Background: an optimization exercise with open tools, aiming at small area and a short achievable clock period. Do not read the settings as production practice. In this exercise RTL edits were held to simulation tests only and were not proved equivalent to the original. Power is estimated from default activity; no workload was simulated.

Setup of v6:
==> flow/design.v (excerpt) <==
module pipelined_4stage(clk, rst, imem_addr, imem_data, aluout);
For scale: roughly 5200 cells after synthesis, about 0.068 mm2 of cells after synthesis.
==> flow/config.mk <==
export PLATFORM = sky130hd
export DESIGN_NAME = pipelined_4stage
export DESIGN_NICKNAME = pipelined_4stage
export VERILOG_FILES = /design/flow/design.v
export SDC_FILE = /design/flow/constraint.sdc
export NUM_CORES = 4
export LEC_CHECK = 0
export CAP_MARGIN = 20
export CORE_MARGIN = 2
export CORE_UTILIZATION = 55
export SLEW_MARGIN = 20
export SYNTH_HIERARCHICAL = 1
export TNS_END_PERCENT = 0
==> flow/constraint.sdc <==
create_clock -name core_clock -period 10.0 [get_ports {clk}]
set_input_delay 2.0000 -clock core_clock [delete_from_list [all_inputs] [get_ports {clk}]]
set_output_delay 2.0000 -clock core_clock [all_outputs]
set_load 0.01 [all_outputs]
standard.sh (not shown) runs the stock make flow with config.mk's settings and CLKGATE_MAP_FILE= SYNTH_SCRIPT=/design/flow/synth_recipe.tcl, a recipe that flattens the netlist after the stock synthesis.
==> flow/flow/run.sh <==
#!/bin/bash
set -euo pipefail
export SETUP_SLACK_MARGIN=6.0
bash standard.sh finish > flow_make.log 2>&1
For v7, these inputs were changed with respect to v6:
- a change of CORE_UTILIZATION from 55 to 40
- a deleted TNS_END_PERCENT that had been 0
-- flow/flow/run.sh --
<<< v6, line 3
export SETUP_SLACK_MARGIN=6.0
>>> v7, line 3
export SETUP_SLACK_MARGIN=${MARGIN:-6.5}
--- outcome ---
- | switching power share of the total | v7 vs v6 | 0.48 points higher |
- Delta (v7 minus v6): worst hold margin barely changed, power per unit of standard cell area dropped about 2%.
- Timing startpoint of the critical path: imem_data[20] -> v6, imem_data[26] -> v7
- Power in the clock group ends up lower on v7.
- Weighted congestion reported at the end of routability-driven placement, v6 and v7: higher on v6
- As far as combined flip-flop and latch cell area is concerned, v6 and v7 perform about the same.
- Compared with v6, v7 shows number of placement rows that has gone up by more than 10%.
- Diff v6 and v7: area occupied by multi-input gates higher in v7
- Sort v6 and v7 by utilization, ascending, and v7 comes first.

---

pipelined_4stage, a different RTL version from the one above (not shown whole).
For scale: ~5,200 cells after synthesis, ~1,300 flip-flops, ~71 I/O pins.
// pipelined_4stage
module pipelined_4stage(clk, rst, imem_addr, imem_data, aluout);
clock: 10.0 ns
lec_check: 0
cap_margin: 20
core_margin: 2
core_utilization: 55
cts_cluster_diameter: 70
cts_cluster_size: 32
place_density: 0.75
slew_margin: 20
synth_hierarchical: 1
tns_end_percent: 0
==> flow/flow/run.sh <==
#!/bin/bash
set -euo pipefail
export SETUP_SLACK_MARGIN=6.0
export BUFFER_PORTS_ARGS="-buffer_cell sky130_fd_sc_hd__buf_4"
bash standard.sh finish > flow_make.log 2>&1
The baseline completed without violations.
Rerun with:
Settings changed: PLACE_DENSITY 0.75 to unset.
Outcome: Worst hold slack improves by 4.2 ps; cell count is about the same; combinational power went up by about 2%; worst setup slack improves by 140 ps; clock-buffer cell count went up by 14; register-to-register slack improves by 140 ps; routed wire length went up by 1.4%; design area went up by 0.61%; die area is unchanged; critical path depth went up by 2.
Rerun with:
Settings changed: TNS_END_PERCENT 0 to 10.
Outcome:
- non-clock buffer count does not change
- global-route usage does not change
- final area is about the same
- via count climbs by 0.37%
- die area stays the same
- worst setup slack gets worse by 7.9 ps
- register-to-register slack is about the same
- final cell count is unchanged

---

== willow ==
Another version of the RTL of pipelined_4stage (not shown whole).
Size: ~5,300 cells after synthesis, about 1,300 flip-flops, ~71 I/O pins, ~67,000 um^2 of cells after synthesis.
export LEC_CHECK = 0
export CAP_MARGIN = 20
export CORE_MARGIN = 2
export CORE_UTILIZATION = 55
export CTS_CLUSTER_DIAMETER = 60
export CTS_CLUSTER_SIZE = 24
export SLEW_MARGIN = 20
export SYNTH_HIERARCHICAL = 1
export TNS_END_PERCENT = 0
create_clock -name core_clock -period 10.0 [get_ports {clk}]
Scripts as last shown in full above: flow/flow/run.sh
The final layout from willow, which completed every stage, passed the timing, DRC and antenna checks at the end of the flow.
Input-level comparison between amber and willow:
Settings: changing CORE_UTILIZATION from 55 to 65.
==> notes.md <==
When amber is measured against willow, its register-to-register slack turns out 90 ps lower. For number of tap cells added at floorplan, dividing the value from amber by the value from willow gives 0.842. Wire length of the first global-routing pass shrinks by a few percent when moving from willow to amber. amber against willow: die area fell by 19,000 um^2, worst setup slack fell by 27 ps, power consumption fell by 0.00023 W, worst hold-check slack fell by 10 ps.

## what the ideal ports hide
How much do the figures lean on ideal ports? The routed layouts below were timed once more, with nothing changed but the port constraints. Step 1 assumes that a clkbuf_16 drives the clock port and a buf_2 every other input. Step 2, shift: input delay + t, output delay - t, t = (earliest + latest rising clock arrival at the registers) / 2. This alone moves slack from input paths to output paths. Slacks: ideal / step 1 / step 2; pairs: ideal / step 1.
run | shift t [ns] | setup WS [ns] | worst setup path at the end
v6 | 0.860 | 5.636 / 5.670 / 4.810 | input to register
v7 | 0.865 | 5.814 / 5.872 / 5.006 | input to register
the first run of note 2 | 0.784 | 5.866 / 5.866 / 5.205 | input to register
the second run of note 2 | 0.814 | 6.005 / 6.005 / 5.329 | input to register
the third run of note 2 | 0.817 | 5.997 / 5.997 / 5.313 | input to register
willow | 0.827 | 5.819 / 5.807 / 4.980 | input to register
amber | 0.815 | 5.792 / 5.746 / 4.931 | input to register
After both steps setup and hold are still met in every run listed. For amber, which loses most, drivers alone change the setup slack by -0.046 ns; drivers and shift together by -0.861 ns.
